What follows belongs to an exercise in optimizing a design on an open flow for small area; a production flow would make more cautious choices. In this exercise RTL edits were held to simulation tests only and were not proved equivalent to the original.

== v6 ==
// wht_1d
module wht_1d #(
    parameter  WIDTH0 = 8,
    parameter  WIDTH1 = 11,
    parameter  WIDTH2 = 13
)(
    input   wire                            clk,
    input   wire                            rst_n,
    input   wire    signed  [WIDTH0-1:0]    blk_i0,
    input   wire    signed  [WIDTH0-1:0]    blk_i1,
    input   wire    signed  [WIDTH0-1:0]    blk_i2,
    input   wire    signed  [WIDTH0-1:0]    blk_i3,
    input   wire    signed  [WIDTH0-1:0]    blk_i4,
    input   wire    signed  [WIDTH0-1:0]    blk_i5,
    input   wire    signed  [WIDTH0-1:0]    blk_i6,
    input   wire    signed  [WIDTH0-1:0]    blk_i7,
    input   wire    signed  [WIDTH0-1:0]    blk_i8,
    input   wire    signed  [WIDTH0-1:0]    blk_i9,
    input   wire    signed  [WIDTH0-1:0]    blk_i10,
    input   wire    signed  [WIDTH0-1:0]    blk_i11,
    input   wire    signed  [WIDTH0-1:0]    blk_i12,
    input   wire    signed  [WIDTH0-1:0]    blk_i13,
    input   wire    signed  [WIDTH0-1:0]    blk_i14,
    input   wire    signed  [WIDTH0-1:0]    blk_i15,
    input   wire                            blk_ivalid,
    output  wire            [WIDTH2-1:0]    blk_o0,
    output  wire            [WIDTH2-1:0]    blk_o1,
    output  wire            [WIDTH2-1:0]    blk_o2,
    output  wire            [WIDTH2-1:0]    blk_o3,
    output  wire            [WIDTH2-1:0]    blk_o4,
    output  wire            [WIDTH2-1:0]    blk_o5,
    output  wire            [WIDTH2-1:0]    blk_o6,
    output  wire            [WIDTH2-1:0]    blk_o7,
    output  wire            [WIDTH2-1:0]    blk_o8,
    output  wire            [WIDTH2-1:0]    blk_o9,
    output  wire            [WIDTH2-1:0]    blk_o10,
    output  wire            [WIDTH2-1:0]    blk_o11,
    output  wire            [WIDTH2-1:0]    blk_o12,
    output  wire            [WIDTH2-1:0]    blk_o13,
    output  wire            [WIDTH2-1:0]    blk_o14,
    output  wire            [WIDTH2-1:0]    blk_o15,
    output  reg                             blk_ovalid
);
Settings: LEC_CHECK=0, CAP_MARGIN=20, CORE_MARGIN=2, CORE_UTILIZATION=65, CTS_BUF_LIST=sky130_fd_sc_hd__clkbuf_4, CTS_CLUSTER_DIAMETER=50, CTS_CLUSTER_SIZE=11, PLACE_DENSITY=0.8, SLEW_MARGIN=20, SYNTH_HIERARCHICAL=1; clock period 10.0 ns.
run.sh (not shown) runs the stock make flow with config.mk's settings and CLKGATE_MAP_FILE= SYNTH_SCRIPT=/design/flow/synth_recipe.tcl, a recipe that flattens the netlist after the stock synthesis.
v6: PASS, flow complete, no timing, DRC or antenna violations
### v6 -> v7
==> flow/flow/run.sh (new file) <==
#!/bin/bash
# The standard ORFS layout (standard.sh), with two changes:
#  - port buffers are sky130_fd_sc_hd__buf_1 instead of the default delay buffer;
#  - the clock tree uses clkbuf_4 leaf clusters of up to 11 flip-flops and no dummy loads.
# make's full output goes to flow.log here; ORFS keeps each step's log under orfs/logs/.
set -euo pipefail
export BUFFER_PORTS_ARGS="-buffer_cell sky130_fd_sc_hd__buf_1"
export CTS_ARGS="-sink_clustering_enable -repair_clock_nets -dont_use_dummy_load -buf_list sky130_fd_sc_hd__clkbuf_4 -sink_clustering_size 11 -sink_clustering_max_diameter 60"
bash standard.sh > flow.log 2>&1
==> flow/standard.sh (new file) <==
#!/bin/bash
# synth_recipe.tcl (not shown) runs the flow's synth.tcl, then flattens the netlist and writes it again
# the make line also repeats each setting of config.mk as NAME=value (left out here)
make -C /OpenROAD-flow-scripts/flow DESIGN_CONFIG=/design/flow/config.mk WORK_HOME=/design/flow/orfs CLKGATE_MAP_FILE= SYNTH_SCRIPT=/design/flow/synth_recipe.tcl "${@:-finish}"
-- flow/config.mk --
<<< v6, line 9
export CORE_MARGIN = 2
export CORE_UTILIZATION = 65
export CTS_BUF_LIST = sky130_fd_sc_hd__clkbuf_4
export CTS_CLUSTER_DIAMETER = 50
export CTS_CLUSTER_SIZE = 11
export PLACE_DENSITY = 0.8
export SLEW_MARGIN = 20
>>> v7, line 9
export CORE_MARGIN = 2
export CORE_UTILIZATION = 50
export PLACE_DENSITY = 0.65
export SLEW_MARGIN = 20
removed: flow/run.sh
==> summary.txt <==
Reported for v7 and v6, synthesized cell count turned out identical to the last digit.
Met2 track demand over resource delta for v7 relative to v6: 9.6 points lower
Taking v6 as the reference, in v7 global router's overall resource usage saw a decrease, routed wire length saw an increase, fraction of area in non-clock buffers saw a decrease.

## afterwards: timing with drivers on the ports
The flow's constraints put no driver on any port. The routed layouts listed below were extracted and timed again, unchanged, in two steps. Step 1 (the two cells are an assumption about what drives the block):
set clk [get_ports {clk}]
set_driving_cell -lib_cell sky130_fd_sc_hd__clkbuf_16 $clk
set_driving_cell -lib_cell sky130_fd_sc_hd__buf_2 [delete_from_list [all_inputs] $clk]
Step 2 adds t to the input delays and takes it off the output delays; t is the mean of the earliest and latest rising clock arrival at the registers after step 1. Input paths then give back, and output paths get back, about the clock's delay inside the block. Three values: no drivers, after step 1, after step 2; two values: the first two.
| run | t (ns) | setup slack, ns | worst data-port slew with drivers (ns) |
|---|---|---|---|
| v6 | 0.808 | 0.274 / 0.224 / 1.032 | 0.07 |
| v7 | 0.811 | 0.358 / 0.301 / 1.112 | 0.04 |
After both steps setup and hold are still met in every run listed.
